Source: an optimization exercise on an open RTL-to-GDS flow (aim: small area). Production flows keep margins and buffers that such runs may drop. Function was checked by simulation only, so behaviour that the tests miss may differ from the original. No run shown here takes its clock network from TritonCTS; it comes from the design's own scripts or RTL. The clock port is modelled as an ideal driver, which makes a skipped or thinned clock tree look cheaper than it is; a real chip needs a root buffer or a tree. Power is estimated from default activity; no workload was simulated.

**flow/design.v**
```verilog
module checkers_top (
    input             clk,
    input             rst_n,
    input             draw_n,
    input             submit_n,
    input      [3:0]  sw,
    output     [6:0]  hex0,
    output     [6:0]  hex1,
    output     [6:0]  hex2,
    output     [6:0]  hex3,
    output     [9:0]  ledr,
    output     [14:0] fb_addr,
    output     [23:0] fb_data,
    output            fb_we
);
reg turn;         
assign hex0 = {1'b1, turn, turn, turn, 2'b00, turn};
assign hex1 = 7'b1000000;
assign hex2 = 7'b1000000;
assign hex3 = 7'b1111111;
reg F;
reg [4:0] cl;
reg [12:0] ch;
reg [2:0] y2h;
wire pressed = !submit_n;
wire [3:0] x1 = ch[3:0];
wire [3:0] y1 = ch[7:4];
wire [3:0] x2 = ch[11:8];
wire [3:0] y2 = {y2h, ch[12]};
reg ok1, s_m, s_k;
wire [2:0] sr = y1[2:0] + {2'b00, x1[3]};
wire [4:0] sb = {sr, x1[2:1]};
wire sdark = x1[0] ^ sr[0];
wire [2:0] tr = y2[2:0] + {2'b00, x2[3]};
wire [4:0] tb = {tr, x2[2:1]};
wire tdark = x2[0] ^ tr[0];
wire mine = s_m;
wire [4:0] dx = {1'b0, x1} - {1'b0, x2};
wire [4:0] dy = {1'b0, y1} - {1'b0, y2};
wire d1 = ((dx == 5'd1) | (dx == 5'd31)) & ((dy == 5'd1) | (dy == 5'd31));
wire d2 = ((dx == 5'd2) | (dx == 5'd30)) & ((dy == 5'd2) | (dy == 5'd30));
wire [3:0] xm = dx[4] ? x1 + 4'd1 : x1 - 4'd1;
wire [3:0] ym = dy[4] ? y1 + 4'd1 : y1 - 4'd1;
wire [2:0] mr = ym[2:0] + {2'b00, xm[3]};
wire [4:0] mb = {mr, xm[2:1]};
wire mdark = xm[0] ^ mr[0];
wire mclr = d2 & mdark;
wire king = (tr == 3'd0) | ((tr == 3'd7) & (x2[2:0] != 3'd0));
wire valid = ok1 & mine & (d1 | d2);
wire P = turn;     
wire K = s_k | king;
wire c_sel = (cl >= 5'd2) & (cl <= 5'd10);
wire c_end = F & (ch == 13'd1970) & cl[3] & cl[1] & cl[0];       
wire upd = !F & (cl == 5'd23);
wire win = !F & cl[4] & cl[3];                                    
wire pw = win & valid;
wire up = F | (win & (|cl[2:0]));
wire [4:0] off = !ok1 ? 5'd20 : !mine ? 5'd19 : d1 ? 5'd16 : d2 ? 5'd15 : 5'd18;
always @(posedge clk or negedge rst_n) begin
    if (!rst_n) begin
        F <= 1'b0;
        cl <= 5'd0;
        turn <= 1'b1;
    end else begin
        if (F) begin
            if (c_end) begin
                F <= 1'b0;
                cl <= 5'd0;
            end else
                cl <= cl + 5'd1;
        end else if (cl == 5'd14)
            cl <= off;
        else if (!c_sel || (cl[0] == pressed))
            cl <= cl + 5'd1;
        if (!F && cl == 5'd31)
            F <= 1'b1;
        if (upd && valid)
            turn <= ~turn;
    end
end
always @(posedge clk) begin
    if (F) begin
        if (&cl) ch <= {ch[11:0], ch[12] ^ ch[3] ^ ch[2] ^ ch[0]};
    end else begin
        if (cl == 5'd31) ch <= 13'd1;
        if (cl == 5'd3) ch[3:0] <= sw;
        if (cl == 5'd5) ch[7:4] <= sw;
        if (cl == 5'd7) ch[11:8] <= sw;
        if (cl == 5'd9) {y2h, ch[12]} <= sw;
    end
end
function [5:0] pdec;
    input [4:0] c;
    pdec = {c[4] & c[3], c[4] ? c[1] : c[3], c[4] ? c[0] : c[2],
            c[4] & c[2], c[1], c[0]};
endfunction
function [4:0] penc;
    input [5:0] s;
    penc = {s[5] | s[2], (s[5] | s[2]) ? s[5] : s[4], (s[5] | s[2]) ? s[2] : s[3],
            s[2] ? s[4] : s[1], s[2] ? s[3] : s[0]};
endfunction
reg [79:0] ring;
reg [2:0] ph;
reg ini;
always @(posedge clk or negedge rst_n) begin
    if (!rst_n) begin
        ph <= 3'd0;
        ini <= 1'b1;
    end else begin
        ph <= ph + 3'd1;
        if (ph == 3'd7) ini <= 1'b0;
    end
end
wire [5:0] q0 = pdec(ring[4:0]);
wire [5:0] q1 = pdec(ring[9:5]);
wire [3:0] oe = {q1[5], q1[2], q0[5], q0[2]};
wire [3:0] op = {q1[4], q1[1], q0[4], q0[1]};
wire [3:0] ok = {q1[3], q1[0], q0[3], q0[0]};
wire [3:0] tdec = (pw && tr == ph) ? (4'b0001 << x2[2:1]) : 4'b0000;
wire [3:0] sdec = (pw && sr == ph) ? (4'b0001 << x1[2:1]) : 4'b0000;
wire [3:0] mdec = (pw && mclr && mr == ph) ? (4'b0001 << xm[2:1]) : 4'b0000;
wire [3:0] ie = (oe & ~tdec) | sdec | mdec;
wire [3:0] ip = (op & ~tdec) | (tdec & {4{P}});
wire [3:0] ik = (ok & ~tdec) | (tdec & {4{K}});
wire [9:0] irow = ini ? ((ph == 3'd3 || ph == 3'd4) ? 10'b11100_11100 :
                         (ph >= 3'd5) ? 10'b01010_01010 : 10'b00000_00000) :
                  {penc({ie[3], ip[3], ik[3], ie[2], ip[2], ik[2]}),
                   penc({ie[1], ip[1], ik[1], ie[0], ip[0], ik[0]})};
always @(posedge clk)
    ring <= {irow, ring[79:10]};
wire dsc;
wire [4:0] rb;
wire [4:0] ra = dsc ? rb : (cl >= 5'd12) ? tb : sb;
wire [2:0] rpos = ra[4:2] - ph;
wire [9:0] rw = ring[rpos * 10 +: 10];
wire [5:0] rq = pdec(ra[1] ? rw[9:5] : rw[4:0]);
wire f_t = pw & (ra == tb);
wire f_s = pw & ((ra == sb) | (mclr & (ra == mb)));
wire r_e = f_t ? 1'b0 : f_s ? 1'b1 : (ra[0] ? rq[5] : rq[2]);
wire r_p = f_t ? P : (ra[0] ? rq[4] : rq[1]);
wire r_k = f_t ? K : (ra[0] ? rq[3] : rq[0]);
always @(posedge clk) begin
    if (!F && !dsc && (cl == 5'd10 || cl == 5'd11)) begin
        ok1 <= sdark & ~r_e;
        s_m <= r_p ^ turn;
        s_k <= r_k;
    end
    if (!F && !dsc && (cl == 5'd12 || cl == 5'd13))
        ok1 <= ok1 & tdark & r_e;
end
localparam [3:0] D_SA = 4'd0, D_CI = 4'd1, D_CC = 4'd2, D_SC = 4'd3,
                 D_EW = 4'd4, D_W1 = 4'd5, D_W2 = 4'd6, D_W3 = 4'd7,
                 D_DW = 4'd8, D_IU = 4'd9, D_ST = 4'd10, D_S0 = 4'd11;
localparam [2:0] K_P1 = 3'd0, K_K1 = 3'd1, K_P2 = 3'd2, K_K2 = 3'd3,
                 K_E = 3'd4, K_W = 3'd7;
reg [3:0] ds;
reg [14:0] addr;
reg [3:0] s15;    
reg [2:0] yc;     
reg [2:0] colr;
reg [2:0] dat;
wire [2:0] xc = (addr < 15'd1801) ? 3'd0 : (addr < 15'd3601) ? 3'd1 :
                (addr < 15'd5401) ? 3'd2 : (addr < 15'd7201) ? 3'd3 :
                (addr < 15'd9001) ? 3'd4 : (addr < 15'd10801) ? 3'd5 :
                (addr < 15'd12601) ? 3'd6 : 3'd7;
wire en = ~draw_n | up;
wire wrap = &{addr[13], addr[12], addr[11], addr[6], addr[0]};   
assign rb = {yc, xc[2:1]};
assign dsc = (ds == D_SC);
wire light = ~(xc[0] ^ yc[0]);
wire [2:0] cls = light ? K_W : r_e ? K_E : {1'b0, r_p, r_k};
always @(posedge clk or negedge rst_n) begin
    if (!rst_n) begin
        ds <= D_ST;
        addr <= 15'd0;
    end else begin
        case (ds)
            D_ST: ds <= D_S0;
            D_S0: ds <= D_CI;
            D_SA: ds <= D_CI;
            D_CI: ds <= D_CC;
            D_CC: ds <= D_SC;
            D_SC: ds <= en ? D_EW : D_IU;
            D_EW: ds <= D_W1;
            D_W1: ds <= D_W2;
            D_W2: ds <= D_W3;
            D_W3: ds <= D_DW;
            D_DW: ds <= D_IU;
            D_IU: ds <= D_SA;
            default: ds <= D_ST;
        endcase
        if (ds == D_SA)
            addr <= wrap ? 15'd0 : addr + 15'd1;
    end
end
always @(posedge clk) begin
    if (ds == D_ST || (ds == D_SA && wrap)) begin
        s15 <= 4'd1;
        yc <= 3'd0;
    end else if (ds == D_SA) begin
        s15 <= (s15 == 4'd8) ? 4'd1 : {s15[2:0], s15[3] ^ s15[2]};
        if (s15 == 4'd8) yc <= yc + 3'd1;
    end
    if (ds == D_ST) colr <= K_E;
    if (ds == D_SC) colr <= cls;
end
always @(posedge clk) begin
    if (ds == D_CC) dat <= colr;
end
reg [23:0] rgb;
always @(*) begin
    case (dat)
        K_P1: rgb = 24'h98f5f9;
        K_K1: rgb = 24'h3f97fc;
        K_P2: rgb = 24'hfe5c5e;
        K_K2: rgb = 24'hd80305;
        K_E:  rgb = 24'h000000;
        default: rgb = 24'hffffff;
    endcase
end
assign fb_addr = addr;
assign ledr = addr[9:0];
assign fb_data = rgb;
assign fb_we = (ds == D_W1) | (ds == D_W2) | (ds == D_W3) | (ds == D_DW);
endmodule
```
**flow/flow/run.sh**
```bash
#!/bin/bash
# Own layout flow: the standard layout (standard.sh) with these changes.
#  - Synthesis is the standard flow's (synth_recipe.tcl, unchanged) except that ABC maps the
#    logic with an area-oriented script (flow/abc_area.script) instead of
#    ORFS's, which buffers and upsizes for speed; registers are untouched.
#    Adders are left to ABC too (no ORFS adder cells), which maps them smaller.
#  - The port buffers that global placement adds are sky130_fd_sc_hd__buf_1.
#  - The clock tree is flow/manual_cts.tcl's: one root buffer and ten
#    leaf buffers, each for a tenth of the flip-flops (TritonCTS builds
#    seventeen buffers for this many flip-flops).
#  - Constant outputs keep synthesis's single tie cell for each value
#    instead of one tie cell per output.
# Each tool's full output stays in orfs/logs/; make's output goes to flow.log.
set -euo pipefail
W=$(pwd)
cat > "$W/area_synth.tcl" <<TCL
proc abc {args} {
  set i [lsearch -exact \$args -script]
  if {\$i >= 0} { lset args [expr {\$i + 1}] $W/flow/abc_area.script }
  yosys abc {*}\$args
}
source $W/synth_recipe.tcl
TCL
bash "$W/standard.sh" "SYNTH_SCRIPT=$W/area_synth.tcl" "ADDER_MAP_FILE=" "SKIP_REPAIR_TIE_FANOUT=1" \
  "BUFFER_PORTS_ARGS=-buffer_cell sky130_fd_sc_hd__buf_1" \
  "PRE_CTS_TCL=$W/flow/manual_cts.tcl" finish > "$W/flow.log" 2>&1
```
**flow/flow/abc_area.script**
```
strash
dc2
dch -f
amap
strash
dc2
dch -f
amap
strash
dc2
dch -f
amap
```
**flow/flow/manual_cts.tcl**
```tcl
# Sourced before ORFS's CTS step (PRE_CTS_TCL): replaces clock_tree_synthesis.
# A small clock tree in place of TritonCTS: one root buffer at the clock
# port's side of the sinks drives NLEAF (10) leaf buffers, each at the centre
# of a group of flip-flops: the sinks cut into MCTS_COLS (5) columns by x,
# each cut into rows by y, then moved to the nearest group centre for
# MCTS_KMEANS (3) rounds.
proc clock_tree_synthesis {args} {
  set nleaf [expr {[info exists ::env(MCTS_LEAVES)] ? $::env(MCTS_LEAVES) : 10}]
  set leafm [expr {[info exists ::env(MCTS_LEAF)] ? $::env(MCTS_LEAF) : "sky130_fd_sc_hd__clkbuf_8"}]
  set rootm [expr {[info exists ::env(MCTS_ROOT)] ? $::env(MCTS_ROOT) : "sky130_fd_sc_hd__clkbuf_8"}]
  set db [ord::get_db]
  set block [ord::get_db_block]
  set clk [$block findNet clk]
  set sinks {}
  foreach it [$clk getITerms] {
    set inst [$it getInst]
    set bb [$inst getBBox]
    lappend sinks [list $it [expr {([$bb xMin] + [$bb xMax]) / 2}] [expr {([$bb yMin] + [$bb yMax]) / 2}]]
  }
  # groups: NCOL columns of equal size by x, each cut into NROW by y
  set ncol [expr {[info exists ::env(MCTS_COLS)] ? $::env(MCTS_COLS) : 5}]
  set nrow [expr {$nleaf / $ncol}]
  set groups {}
  set byx [lsort -real -index 1 $sinks]
  set n [llength $byx]
  for {set c 0} {$c < $ncol} {incr c} {
    set col [lrange $byx [expr {$c * $n / $ncol}] [expr {($c + 1) * $n / $ncol - 1}]]
    set byy [lsort -real -index 2 $col]
    set m [llength $byy]
    for {set r 0} {$r < $nrow} {incr r} {
      lappend groups [lrange $byy [expr {$r * $m / $nrow}] [expr {($r + 1) * $m / $nrow - 1}]]
    }
  }
  # refine the groups by a few rounds of k-means on the sink positions
  set iters [expr {[info exists ::env(MCTS_KMEANS)] ? $::env(MCTS_KMEANS) : 3}]
  for {set it 0} {$it < $iters} {incr it} {
    set cents {}
    foreach g $groups {
      set sx 0; set sy 0
      foreach s $g { set sx [expr {$sx + [lindex $s 1]}]; set sy [expr {$sy + [lindex $s 2]}] }
      lappend cents [list [expr {$sx / [llength $g]}] [expr {$sy / [llength $g]}]]
    }
    set ng {}
    foreach c $cents { lappend ng {} }
    foreach s $sinks {
      set best 0; set bd 1e30; set k 0
      foreach c $cents {
        set d [expr {abs([lindex $s 1] - [lindex $c 0]) + abs([lindex $s 2] - [lindex $c 1])}]
        if {$d < $bd} { set bd $d; set best $k }
        incr k
      }
      lset ng $best [concat [lindex $ng $best] [list $s]]
    }
    set groups {}
    foreach g $ng { if {[llength $g] > 0} { lappend groups $g } }
  }
  set rootnet [odb::dbNet_create $block clknet_root]
  $rootnet setSigType CLOCK
  set root [odb::dbInst_create $block [$db findMaster $rootm] clkbuf_root]
  set cx 0; set cy 0; set n 0
  set i 0
  foreach g $groups {
    set sx 0; set sy 0
    foreach s $g { set sx [expr {$sx + [lindex $s 1]}]; set sy [expr {$sy + [lindex $s 2]}] }
    set gx [expr {$sx / [llength $g]}]; set gy [expr {$sy / [llength $g]}]
    set net [odb::dbNet_create $block clknet_leaf_$i]
    $net setSigType CLOCK
    set leaf [odb::dbInst_create $block [$db findMaster $leafm] clkbuf_leaf_$i]
    $leaf setLocation [expr {int($gx)}] [expr {int($gy)}]
    $leaf setPlacementStatus PLACED
    [$leaf findITerm A] connect $rootnet
    [$leaf findITerm X] connect $net
    foreach s $g {
      set it [lindex $s 0]
      $it disconnect
      $it connect $net
    }
    set cx [expr {$cx + $gx}]; set cy [expr {$cy + $gy}]; incr n
    incr i
  }
  $root setLocation [expr {int($cx / $n)}] [expr {int($cy / $n)}]
  $root setPlacementStatus PLACED
  [$root findITerm A] connect $clk
  [$root findITerm X] connect $rootnet
  $clk setSigType CLOCK
  set_propagated_clock [all_clocks]
  puts "manual clock tree: root $rootm, [llength $groups] leaves of $leafm"
}
```
**flow/standard.sh**
```bash
#!/bin/bash
# synth_recipe.tcl (not shown) runs the flow's synth.tcl, then flattens the netlist and writes it again
# the make line also repeats each setting of config.mk as NAME=value (left out here)
make -C /OpenROAD-flow-scripts/flow DESIGN_CONFIG=/design/flow/config.mk WORK_HOME=/design/flow/orfs CLKGATE_MAP_FILE= SYNTH_SCRIPT=/design/flow/synth_recipe.tcl "${@:-finish}"
```
**flow/config.mk**
```make
export PLATFORM = sky130hd
export DESIGN_NAME = checkers_top
export DESIGN_NICKNAME = checkers_top
export VERILOG_FILES = /design/flow/design.v
export SDC_FILE = /design/flow/constraint.sdc
export NUM_CORES = 4
export LEC_CHECK = 0
export CAP_MARGIN = 20
export CORE_MARGIN = 2
export CORE_UTILIZATION = 40
export GPL_TIMING_DRIVEN = 0
export PLACE_DENSITY = 0.6
export SLEW_MARGIN = 20
```
**flow/constraint.sdc**
```tcl
create_clock -name core_clock -period 10.0 [get_ports {clk}]
set_input_delay 2.0000 -clock core_clock [delete_from_list [all_inputs] [get_ports {clk}]]
set_output_delay 2.0000 -clock core_clock [all_outputs]
set_load 0.01 [all_outputs]
```
==> out/summary.md, run 1 <==
Outcome
• no timing/DRC/antenna violations — result of the run

Global routing
• 0 — number of antenna violations at the first check in global routing
• 18.4% — All-Layer GR Usage
• 28,100 um — wire length of the first global-routing pass
• 31 — pin count of the biggest net entering global routing
• 5,566 — number of global-route vias before repair
• 0 — total gr overflow

Synthesis
• 824 — Post-Synthesis Net Count
• 1 — count of warnings emitted by yosys
• dfxtp_1, edfxtp_1, dfrtp_1, nor2_1, clkinv_1 — top cells by area in the synthesized netlist
• 6920 um^2 — Mapped Area
• 46.9% — sequential element share of the synthesized area
• 8.48 um^2 — syn avg cell area
• 25 — count of flip-flops with a built-in enable after synthesis
• 26.6% — Compound-Gate Fraction of Synth Area
• 15.8% — simple-gate share of the synthesized area
• compound AO/OA/AOI/OAI gates — main combinational cell family by area after synthesis
• 0% — fraction of synthesized cell area in xor and xnor cells
• 142 — total of flip-flops plus latches after synthesis
• dfxtp_1 — leading area contributor after synthesis
• 0% — mux share of post-synthesis cell area
• dfxtp_1 — prevailing post-synth register cell
• 0% — adder-cell share of the synthesized area
• 21.1% — share of async-settable or async-resettable flops after synthesis
• 48 — count of unique library cells instantiated by Yosys
• 25.2% — share of the synthesized area in the top cell type
• 816 — Post-Synthesis Cells

Setup path
• 7.82 ns — data arrival time at the worst-slack endpoint
• ds[1]$_DFF_PN1_ — reg2reg start
• ds[1]$_DFF_PN1_ — critical path startpoint
• 0.90 ns — critical path's largest stage delay
• clkinv_1 — cell type with the highest occurrence count on the critical path
• flop — kind of launch point of the worst setup path
• 27 — CP max FO
• flop to flop — start-to-end type of the worst setup path
• clkinv_1, nor3_1, clkinv_1, o22ai_1, clkinv_1, a22oi_1, nand2_1, o21ai_0, nor2_1, a21oi_4, clkinv_1, o221ai_1, o21ai_0, nor2_1, a311oi_1, a311oi_1, a211oi_1, o21ai_0, clkinv_1, or3_1 — critical path, cell by cell
• 10.19 ns — Data required, critical path
• clkinv_1 — cell with the largest stage delay on the worst path
• flop — kind of end point of the critical path

Pwr
• 295 nW/um^2 — cell area power density
• 54.1% — fraction of power consumed by combinational cells
• 1.22 mW — internal power
• 46.3% — switching portion of total power
• 140 uV — IR Drop Worst-Case VDD
• 11.8% — clock network fraction of total power
• 34.1% — Reg power frac
• 2.68 nW — Pleak
• 1.05 mW — net switching power

Route
• 17,400 um — routed wire length
• 8060 um — routed wire length on met2
• 5.54 — Via-to-Cell Ratio
• 0 — Antenna Violating Nets Remaining
• 0 — final routed DRC violation total
• 817 um — wire length on met3
• 8160 um — Post-Route M1 WL
• 15.6 um — average wire length per cell after detail routing
• met4 — highest metal layer used by the detailed router
• 6,182 — DR vias
• 6 — Pre-Repair DR Iteration Count
• 441 — detailed router's first-iteration violation count

Finish
• nor2_1 — most common cell after layout, fill and taps aside
• 44.8% — final core occ
• 7.97% — fraction of layout instances using a drive strength above 1
• 901 — final net count
• nor2_1, clkinv_1, dfxtp_1, nand2_1, buf_1 — most frequent cells in the layout
• 0 — Antenna diodes
• 10.7% — area growth from synthesis to layout

Placed design
• 0.964 — weighted congestion reported at the end of routability-driven placement
• 61 — quantity of I/O buffers inserted on ports
• 13,100 um — Detail Placement HPWL

STA
• 0.0419 ns — maximum clock skew at final layout
• 76.3% — post-route fraction of the period consumed by the critical path
• 0 — number of endpoints with negative hold slack in the final report
• 7.63 ns — min cycle time layout
• 0 — final slew viol count
• 0 ns — Final TNS setup
• no — unrepaired setup endpoints after global routing
• 0.131 GHz — Max Clk Rate
• 1.05 ns — Worst Max-Slew Pin Slew
• 0 — number of endpoints failing setup at the final stage
• 30.1% — tightest slew margin relative to the limit

Clock tree
• 0 — total of hold buffers inserted after clock tree synthesis
• 0.44 ns — latest clock arrival within the worst-skew pair
• 0.11 ns — clk slew on worst S/H paths
• 0 — post-CTS resize count
• 0 — Post-CTS Setup Repair Bufs

Die
• 136 um — Die Height
• 18,400 um^2 — overall die area
• 17,100 um^2 — Std-Cell Core Area
• 40.4% — initial core utilization
• 48 — number of standard-cell rows in the floorplan
• 136 um — die outline width
• 86 — num ports

Flow run
• 0 — max-cap check violation count

Min path
• ring[62]$_DFF_P_ — Worst Min Path Start
• flop to flop — Hold/Removal Path Class

[synth_stat cells, types with 2 or more instances]
| cell | count |
|---|---|
| a21oi_1 | 38 |
| and2_0 | 2 |
| a31oi_1 | 8 |
| o22a_1 | 9 |
| o221a_1 | 2 |
| o21ai_0 | 58 |
| o22ai_1 | 56 |
| o221ai_1 | 17 |
| dfstp_2 | 4 |
| edfxtp_1 | 25 |
| or2_0 | 10 |
| clkinv_1 | 99 |
| nor3_1 | 24 |
| and3_1 | 3 |
| o21a_1 | 2 |
| a221oi_1 | 12 |
| a311oi_1 | 4 |
| nand2_1 | 61 |
| o41ai_1 | 2 |
| buf_4 | 48 |
| or4_1 | 3 |
| dfrtp_1 | 26 |
| nor4_1 | 10 |
| dfxtp_1 | 87 |
| a211oi_1 | 8 |
| or3_1 | 3 |
| nand3_1 | 12 |
| nor3b_1 | 2 |
| nand4_1 | 5 |
| o211ai_1 | 3 |
| o311ai_0 | 3 |
| nor2_1 | 111 |
| o2111ai_1 | 2 |
| a22oi_1 | 36 |
| o32ai_1 | 7 |
| conb_1 | 2 |
[path summary, 6_finish.rpt]
kind	endpoint	slack, ns	cells after the start
worst min-delay path	ring[52]$_DFF_P_	0.34	0
max in group asynchronous	F$_DFF_PN0_	7.92	1
worst max-delay path	colr[2]$_SDFFCE_PN1P_	2.37	20
worst min register to register	ring[52]$_DFF_P_	0.34	0
min in group asynchronous	addr[2]$_DFFE_PN0P_	1.59	1
worst max register to register	colr[2]$_SDFFCE_PN1P_	2.37	20
[state kept, by name (all words and copies together), names as in the netlist, 3 cells and up]
register,count
dat,3
colr,3
ring,80
ph,3
s15,4
yc,3
y2h,3
addr,15
cl,5
ch,13
ds,4
[area by class of cell]
type                    instances  area (um^2)
plain buffers                  59          512
fillers                      1709         9450
inverters                      99          372
multi-input cells             527         2970
flip-flops and latches        142         3250
well taps                     225          282
repair buffers                 64          277
[metal layers]
layer | vias to the layer above | GRT usage, %
met5 | - | 0
met4 | 0 | 3.53
met3 | 27 | 1.87
met2 | 161 | 30.5
met1 | 2863 | 26.2
li1 | 3131 | -
[kinds of logic after synthesis]
family          count (synthesis)
other cells                     2
compound gates                276
buf+inv                       147
simple gates                  249
flops                         142
[metrics by stage]
stage          std cells  worst slack [ns]  cell area, um^2  power [mW]  hold WS [ns]
2_1_floorplan        816              3.62             6920        1.61         0.324
3_3_place_gp        1102             0.983             7430        1.94         0.333
3_5_place_dp        1105              2.47             7510        1.99         0.335
4_1_cts             1116              2.36             7660        2.27         0.337
5_1_grt             1116              1.49             7660        2.45         0.344
6_report            1116              2.37             7660        2.26         0.340
[worst max-delay path, delay by kind of cell, from the launching register on]
family | cells | cell delay [ns]
compound gates | 10 | 3.17
buf+inv | 5 | 2.03
simple gates | 5 | 1.60
flops | 1 | 0.57
[power by group through the flow]
stage               Sequential, mW  Clock [mW]  Combinational (mW)
global placement             0.782           0                1.16
detailed placement           0.782           0                1.21
CTS                          0.770       0.277                1.22
finish                       0.771       0.267                1.22
global route                 0.784       0.300                1.36
floorplan                    0.763           0               0.852
==> run 2, diff against run 1 <==
--- a/flow/config.mk
+++ b/flow/config.mk
@@ -8,6 +8,5 @@
 export CAP_MARGIN = 20
 export CORE_MARGIN = 2
 export CORE_UTILIZATION = 40
-export GPL_TIMING_DRIVEN = 0
 export PLACE_DENSITY = 0.6
 export SLEW_MARGIN = 20
==> out/summary.md, run 2 <==
Outcome
• no timing/DRC/antenna violations — result of the run

Min path
• 0 — worst hold path stage count, unchanged
• ring[50]$_DFF_P_ — sink of the worst hold path
• flop to flop — Hold/Removal Path Class
• ring[60]$_DFF_P_ — Worst Min Path Start

Global routing
• 31 — pin count of the biggest net entering global routing, unchanged
• 0 — number of antenna violations at the first check in global routing, unchanged
• 30.0% — met2 GRT Util, -0.51 points
• 0 — total gr overflow, unchanged
• 18.6% — All-Layer GR Usage, +0.21 points
• 1.61% — met3 GRT Util, -0.26 points
• 26.8% — met1 Usage GRT, +0.61 points
• 28,300 um — wire length of the first global-routing pass, +0.64%
• 5,573 — number of global-route vias before repair, +0.13%
• met2 — most congested layer reported by global routing

Synthesis
• 46.9% — sequential element share of the synthesized area, unchanged
• 816 — Post-Synthesis Cells, unchanged
• 48 — count of unique library cells instantiated by Yosys, unchanged
• dfxtp_1 — prevailing post-synth register cell
• 21.1% — share of async-settable or async-resettable flops after synthesis, unchanged
• 824 — Post-Synthesis Net Count, unchanged
• 1 — count of warnings emitted by yosys, unchanged
• 26.6% — Compound-Gate Fraction of Synth Area, unchanged
• nor2_1 — most common cell in the netlist
• 8.48 um^2 — syn avg cell area, unchanged
• 25 — count of flip-flops with a built-in enable after synthesis, unchanged
• dfxtp_1 — leading area contributor after synthesis
• 6920 um^2 — Mapped Area, unchanged
• 0% — mux share of post-synthesis cell area, unchanged
• 0% — adder-cell share of the synthesized area, unchanged
• 25.2% — share of the synthesized area in the top cell type, unchanged
• 15.8% — simple-gate share of the synthesized area, unchanged
• compound AO/OA/AOI/OAI gates — main combinational cell family by area after synthesis
• dfxtp_1, edfxtp_1, dfrtp_1, nor2_1, clkinv_1 — top cells by area in the synthesized netlist
• 0% — fraction of synthesized cell area in xor and xnor cells, unchanged
• 142 — total of flip-flops plus latches after synthesis, unchanged
• nor2_1, clkinv_1, dfxtp_1 — leading post-synthesis cells by instance count

Finish
• 42.5% — final core occ, -2.3 points
• 0 — Antenna diodes, unchanged
• 2.84% — fraction of layout instances using a drive strength above 1, -5.1 points
• 1,070 — final instance count without filler cells, -4.1%
• 3250 um^2 — FF+latch area, unchanged
• nor2_1, clkinv_1, dfxtp_1, nand2_1, buf_1 — most frequent cells in the layout
• nor2_1 — most common cell after layout, fill and taps aside
• 855 — final net count, -5.1%
• 1,746 — number of fill cells, +2.2%
• 80 — Largest register FFs, unchanged
• ring x80, addr x15, ch x13 — Top Registers
• ring — register ranked first by flip-flop count
• 5.12% — area growth from synthesis to layout
• 2960 um^2 — multi-input logic area, -0.63%

Pwr
• 299 nW/um^2 — cell area power density, +1.4%
• 2.45 nW — Pleak, -8.9%
• 147 uV — IR Drop Worst-Case VDD, +5.3%
• 2.18 mW — power consumption, -3.7%

Placed design
• 1,059 — Cell Count Post-Placement, -4.2%
• 0.925 — weighted congestion reported at the end of routability-driven placement, -4.0%
• 12,900 um — Detail Placement HPWL, -1.6%
• 3.49 ns — Post-Place Worst Slack, +1.01 ns
• 61 — quantity of I/O buffers inserted on ports, unchanged

Route
• 17,200 um — routed wire length, -1.0%
• 5,967 — DR vias, -3.5%
• 0 — Antenna Violating Nets Remaining, unchanged
• 0 — final routed DRC violation total, unchanged
• 5.58 — Via-to-Cell Ratio, +0.67%
• 345 — detailed router's first-iteration violation count, -22%
• 5 — Pre-Repair DR Iteration Count, -1
• 16.1 um — average wire length per cell after detail routing, +3.2%

STA
• 3.39 ns — setup ws final, +1.02 ns
• 0 — number of endpoints with negative hold slack in the final report, unchanged
• 0.0457 ns — maximum clock skew at final layout, +0.00380 ns
• 0.151 GHz — Max Clk Rate, +15%
• 35.0% — tightest slew margin relative to the limit, +5.0 points
• 66.1% — post-route fraction of the period consumed by the critical path, -10 points
• 0.967 ns — Worst Max-Slew Pin Slew, -0.0818 ns
• 0 ns — Final TNS setup, unchanged
• 0 — final slew viol count, unchanged
• 0 — number of endpoints failing setup at the final stage, unchanged
• no — unrepaired setup endpoints after global routing
• 6.61 ns — min cycle time layout, -1.02 ns

Setup path
• clkinv_1 — cell type with the highest occurrence count on the critical path
• ds[1]$_DFF_PN1_ — reg2reg start
• 10.20 ns — Data required, critical path, about the same
• 6.81 ns — data arrival time at the worst-slack endpoint, -1.01 ns
• 3.39 ns — flop2flop setup slack, +1.02 ns
• 6 — worst path bufs/invs, +1
• flop to flop — start-to-end type of the worst setup path
• 0.80 ns — critical path's largest stage delay, -0.10 ns
• 21 — number of cells on the critical path, +5.0%
• compound AO/OA/AOI/OAI gates — Worst path top cell family by delay
• flop — kind of launch point of the worst setup path
• 21 — worst-case reg-to-reg path depth, +5.0%
• 27 — CP max FO, unchanged
• flop — kind of end point of the critical path
• colr[2]$_SDFFCE_PN1P_ — FF-to-FF End
• nor3_1 — cell with the largest stage delay on the worst path
• clkinv_1, nor3_1, clkinv_1, o22ai_1, clkinv_1, a22oi_1, nand2_1, o21ai_0, nor2_1, a21oi_2, buf_4, clkinv_1, o221ai_1, o21ai_0, nor2_1, a311oi_1, a311oi_1, a211oi_1, o21ai_0, clkinv_1, or3_1 — critical path, cell by cell

Die
• 18,400 um^2 — overall die area, unchanged
• 86 — num ports, unchanged
• 136 um — die outline width, unchanged
• 17,100 um^2 — Std-Cell Core Area, unchanged
• 40.4% — initial core utilization, unchanged
• 136 um — Die Height, unchanged
• 48 — number of standard-cell rows in the floorplan, unchanged

Clock tree
• 0.11 ns — clk slew on worst S/H paths, about the same
• 0.44 ns — latest clock arrival within the worst-skew pair, about the same
• 0 — Post-CTS Setup Repair Bufs, unchanged
• 0 — total of hold buffers inserted after clock tree synthesis, unchanged
• 0 — post-CTS resize count, unchanged

Flow run
• 0 — max-cap check violation count, unchanged

## run 2: cell counts after synthesis
No cell type changed its count.
## run 2: worst max path at each step
stage | startpoint | end | slack (ns)
6_report | ds[1]$_DFF_PN1_ | colr[2]$_SDFFCE_PN1P_ | 3.39
3_5_place_dp | ds[1]$_DFF_PN1_ | colr[2]$_SDFFCE_PN1P_ | 3.49
4_1_cts | ds[1]$_DFF_PN1_ | colr[2]$_SDFFCE_PN1P_ | 3.44
5_1_grt | ds[1]$_DFF_PN1_ | colr[2]$_SDFFCE_PN1P_ | 2.42
2_1_floorplan | ds[1]$_DFF_PN1_ | colr[2]$_SDFFCE_PN1P_ | 3.62
3_3_place_gp | ds[1]$_DFF_PN1_ | colr[2]$_SDFFCE_PN1P_ | 3.63
## run 2: report_power, final
part           internal, mW  total [mW]  switching [mW]
Sequential            0.686       0.772          0.0862
Combinational         0.385        1.14           0.756
Clock                0.0984       0.266           0.167
Total                  1.17        2.18            1.01
## run 2: cell type report
cell class	instances	share of cell area [%]
inverter	99	5.11
sequential	142	44.6
tap	225	3.87
buffer	11	2.08
multi-input combinational	527	40.6
timing repair buffer	66	3.68
## run 2: cell families after synthesis
family	Yosys count
AOI/OAI and AO/OA	276
buffers and inverters	147
DFF	142
other	2
and+or+nand+nor	249
## run 2: worst register-to-register path: cells and delay by family, from the launching register on
family,cells,cell delay (ns)
buffers and inverters,6,1.97
and+or+nand+nor,5,1.48
AOI/OAI and AO/OA,10,2.37
DFF,1,0.56
## run 2: metal layers
layer,vias to the layer above,wire length (um)
li1,3033,-
met2,168,7760
met4,0,478
met5,-,0
met1,2725,8210
met3,41,759
## run 2: metrics by stage
stage	hold WS [ns]	area, um^2
global placement	0.330	7120
finish	0.325	7280
CTS	0.327	7280
detailed placement	0.333	7120
floorplan	0.324	6920
global route	0.335	7280
==> run 3, diff against run 2 <==
--- a/flow/config.mk
+++ b/flow/config.mk
@@ -7,6 +7,6 @@
 export LEC_CHECK = 0
 export CAP_MARGIN = 20
 export CORE_MARGIN = 2
-export CORE_UTILIZATION = 40
-export PLACE_DENSITY = 0.6
+export CORE_UTILIZATION = 60
+export PLACE_DENSITY = 0.8
 export SLEW_MARGIN = 20
==> out/summary.md, run 3 <==
Synthesis
• dfxtp_1 — leading area contributor after synthesis
• 824 — Post-Synthesis Net Count, unchanged
• dfxtp_1 — prevailing post-synth register cell
• 1 — count of warnings emitted by yosys, unchanged
• 6920 um^2 — Mapped Area, unchanged
• nor2_1, clkinv_1, dfxtp_1 — leading post-synthesis cells by instance count
• 25.2% — share of the synthesized area in the top cell type, unchanged
• nor2_1 — most common cell in the netlist
• 46.9% — sequential element share of the synthesized area, unchanged
• dfxtp_1, edfxtp_1, dfrtp_1, nor2_1, clkinv_1 — top cells by area in the synthesized netlist
• 25 — count of flip-flops with a built-in enable after synthesis, unchanged
• 48 — count of unique library cells instantiated by Yosys, unchanged
• 8.48 um^2 — syn avg cell area, unchanged
• 142 — total of flip-flops plus latches after synthesis, unchanged
• 21.1% — share of async-settable or async-resettable flops after synthesis, unchanged
• 816 — Post-Synthesis Cells, unchanged

Finish
• 3250 um^2 — FF+latch area, unchanged
• 2.61% — fraction of layout instances using a drive strength above 1, -0.23 points
• 80 — Largest register FFs, unchanged
• 3.47% — area growth from synthesis to layout
• 854 — final net count, -0.12%
• nor2_1 — most common cell after layout, fill and taps aside
• 2950 um^2 — multi-input logic area, -0.13%
• ring — register ranked first by flip-flop count
• 0 — Antenna diodes, unchanged
• nor2_1, clkinv_1, dfxtp_1, nand2_1, buf_1 — most frequent cells in the layout
• ring x80, addr x15, ch x13 — Top Registers
• 1,026 — number of fill cells, -41%
• 987 — final instance count without filler cells, -7.8%

Pwr
• 307 nW/um^2 — cell area power density, +2.4%
• 2.44 nW — Pleak, -0.25%
• 237 uV — IR Drop Worst-Case VDD, +61%

STA
• 30.9% — tightest slew margin relative to the limit, -4.1 points
• 0 — final slew viol count, unchanged
• 0 — number of endpoints failing setup at the final stage, unchanged
• 1.04 ns — Worst Max-Slew Pin Slew, +0.0692 ns
• 0 ns — Final TNS setup, unchanged
• no — unrepaired setup endpoints after global routing
• 0 — number of endpoints with negative hold slack in the final report, unchanged
• 6.75 ns — min cycle time layout, +0.138 ns
• 67.5% — post-route fraction of the period consumed by the critical path, +1.4 points
• 0.148 GHz — Max Clk Rate, -2.0%
• 0.0401 ns — maximum clock skew at final layout, -0.00563 ns

Route
• 5 — Pre-Repair DR Iteration Count, unchanged
• 0 — Antenna Violating Nets Remaining, unchanged
• 574 — detailed router's first-iteration violation count, +66%
• 17.8 um — average wire length per cell after detail routing, +11%
• 17,600 um — routed wire length, +2.4%
• 0 — final routed DRC violation total, unchanged
• 6,271 — DR vias, +5.1%
• 6.35 — Via-to-Cell Ratio, +14%

Global routing
• 5,855 — number of global-route vias before repair, +5.1%
• 31 — pin count of the biggest net entering global routing, unchanged
• 0 — number of antenna violations at the first check in global routing, unchanged
• 28,300 um — wire length of the first global-routing pass, -0.12%
• 26.9% — All-Layer GR Usage, +8.3 points
• 0 — total gr overflow, unchanged

Flow run
• 0 — max-cap check violation count, unchanged

Clock tree
• 0.10 ns — clk slew on worst S/H paths, about the same
• 0 — post-CTS resize count, unchanged
• 0.43 ns — latest clock arrival within the worst-skew pair, about the same
• 0 — total of hold buffers inserted after clock tree synthesis, unchanged
• 0 — Post-CTS Setup Repair Bufs, unchanged

Die
• 86 — num ports, unchanged
• 12,400 um^2 — overall die area, -32%
• 11,300 um^2 — Std-Cell Core Area, -34%
• 39 — number of standard-cell rows in the floorplan, -19%
• 111 um — Die Height, -18%
• 111 um — die outline width, -18%
• 61.1% — initial core utilization, +21 points

Outcome
• no timing/DRC/antenna violations — result of the run

Placed design
• 13,100 um — Detail Placement HPWL, +2.2%
• 61 — quantity of I/O buffers inserted on ports, unchanged
• 1.00 — weighted congestion reported at the end of routability-driven placement, +8.3%
• 976 — Cell Count Post-Placement, -7.8%

Setup path
• flop — kind of launch point of the worst setup path
• 6.93 ns — data arrival time at the worst-slack endpoint, +0.12 ns
• flop to flop — start-to-end type of the worst setup path
• ds[1]$_DFF_PN1_ — critical path startpoint
• ds[1]$_DFF_PN1_ — reg2reg start
• flop — kind of end point of the critical path
• 27 — CP max FO, unchanged
• 10.18 ns — Data required, critical path, -0.02 ns

Min path
• flop to flop — Hold/Removal Path Class
• ring[55]$_DFF_P_ — Worst Min Path Start

[run 3: cell counts after synthesis]
Identical to the previous run, type by type.
[run 3: logic make-up (layout without fill, tap and decap cells)]
logic type | after synthesis | in the layout | synth area share [%]
flops | 142 | 142 | 46.9
simple gates | 249 | 249 | 15.8
buf+inv | 147 | 175 | 10.6
other cells | 2 | 2 | 0.109
compound gates | 276 | 276 | 26.6
[run 3: cell type report]
type	count	share of cell area, %
plain buffers	11	2.11
flip-flops and latches	142	45.4
repair buffers	65	3.63
multi-input cells	527	41.2
well taps	143	2.50
inverters	99	5.19
[run 3: through the flow]
stage / worst slack (ns) / total power [mW] / hold WS (ns) / area, um^2 / utilization (%)
after global placement: 3.79 / 1.86 / 0.326 / 7010 / 61.9
after detailed placement: 3.51 / 1.91 / 0.330 / 7010 / 61.9
final: 3.25 / 2.20 / 0.325 / 7160 / 63.3
after CTS: 3.43 / 2.18 / 0.325 / 7160 / 63.3
after floorplan: 3.62 / 1.61 / 0.324 / 6920 / -
after global routing: 2.65 / 2.34 / 0.319 / 7160 / 63.3
[run 3: worst paths after layout]
kind | endpoint | slack, ns | depth (start not counted)
max in group asynchronous | ph[0]$_DFF_PN0_ | 7.88 | 1
min | ring[45]$_DFF_P_ | 0.32 | 0
min in group asynchronous | ph[2]$_DFF_PN0_ | 1.62 | 1
min reg2reg | ring[45]$_DFF_P_ | 0.32 | 0
max reg2reg | colr[2]$_SDFFCE_PN1P_ | 3.25 | 21
max | colr[2]$_SDFFCE_PN1P_ | 3.25 | 21
[run 3: layer usage]
metal | up-vias | GRT usage, % | wire, um
li1 | 3024 | - | -
met1 | 2969 | 35.3 | 7400
met2 | 239 | 47.6 | 8600
met3 | 39 | 3.10 | 1160
met4 | 0 | 7.16 | 455
met5 | - | 0 | 0
[run 3: report_power, final]
group          internal, mW  total (mW)  switching, mW  leakage [nW]
sequential            0.686       0.774         0.0884          1.30
combinational         0.381        1.16          0.775          1.06
clock                0.0985       0.266          0.167        0.0791
total                  1.17        2.20           1.03          2.44
[run 3: critical path, stage by stage, from the launching register on]
cell and delay [ns]:
dfstp_2 0.58, clkinv_1 0.10, nor3_1 0.82, clkinv_1 0.51, o22ai_1 0.48, clkinv_1 0.23, a22oi_1 0.29, nand2_1 0.10
o21ai_0 0.13, nor2_1 0.10, a21oi_2 0.11, buf_4 0.28, clkinv_1 0.63, o221ai_1 0.41, o21ai_0 0.13, nor2_1 0.11
a311oi_1 0.05, a311oi_1 0.37, a211oi_1 0.11, o21ai_0 0.39, clkinv_1 0.19, or3_1 0.37

## re-timing with driven ports
In the flow no input, the clock included, has a driving cell. The finished layouts below were timed again as built, in two steps. Step 1 sets driving cells, clkbuf_16 on the clock port and buf_2 on the other inputs (assumed; they add their load-dependent delay and slew). Step 2 also shifts input and output timing later by t, the mid clock arrival at the registers, as if the neighbouring blocks saw the same clock. Three values: ideal ports, drivers, drivers and shift; two values: the first two.
| run | t, ns | setup WS [ns] | cell pins on the clock port's net |
|---|---|---|---|
| run 1 | 0.452 | 2.369 / 2.369 / 2.369 | 1 |
| run 2 | 0.458 | 3.392 / 3.392 / 3.392 | 1 |
| run 3 | 0.449 | 3.254 / 3.254 / 3.254 | 1 |
After both steps every run listed still meets setup and hold.
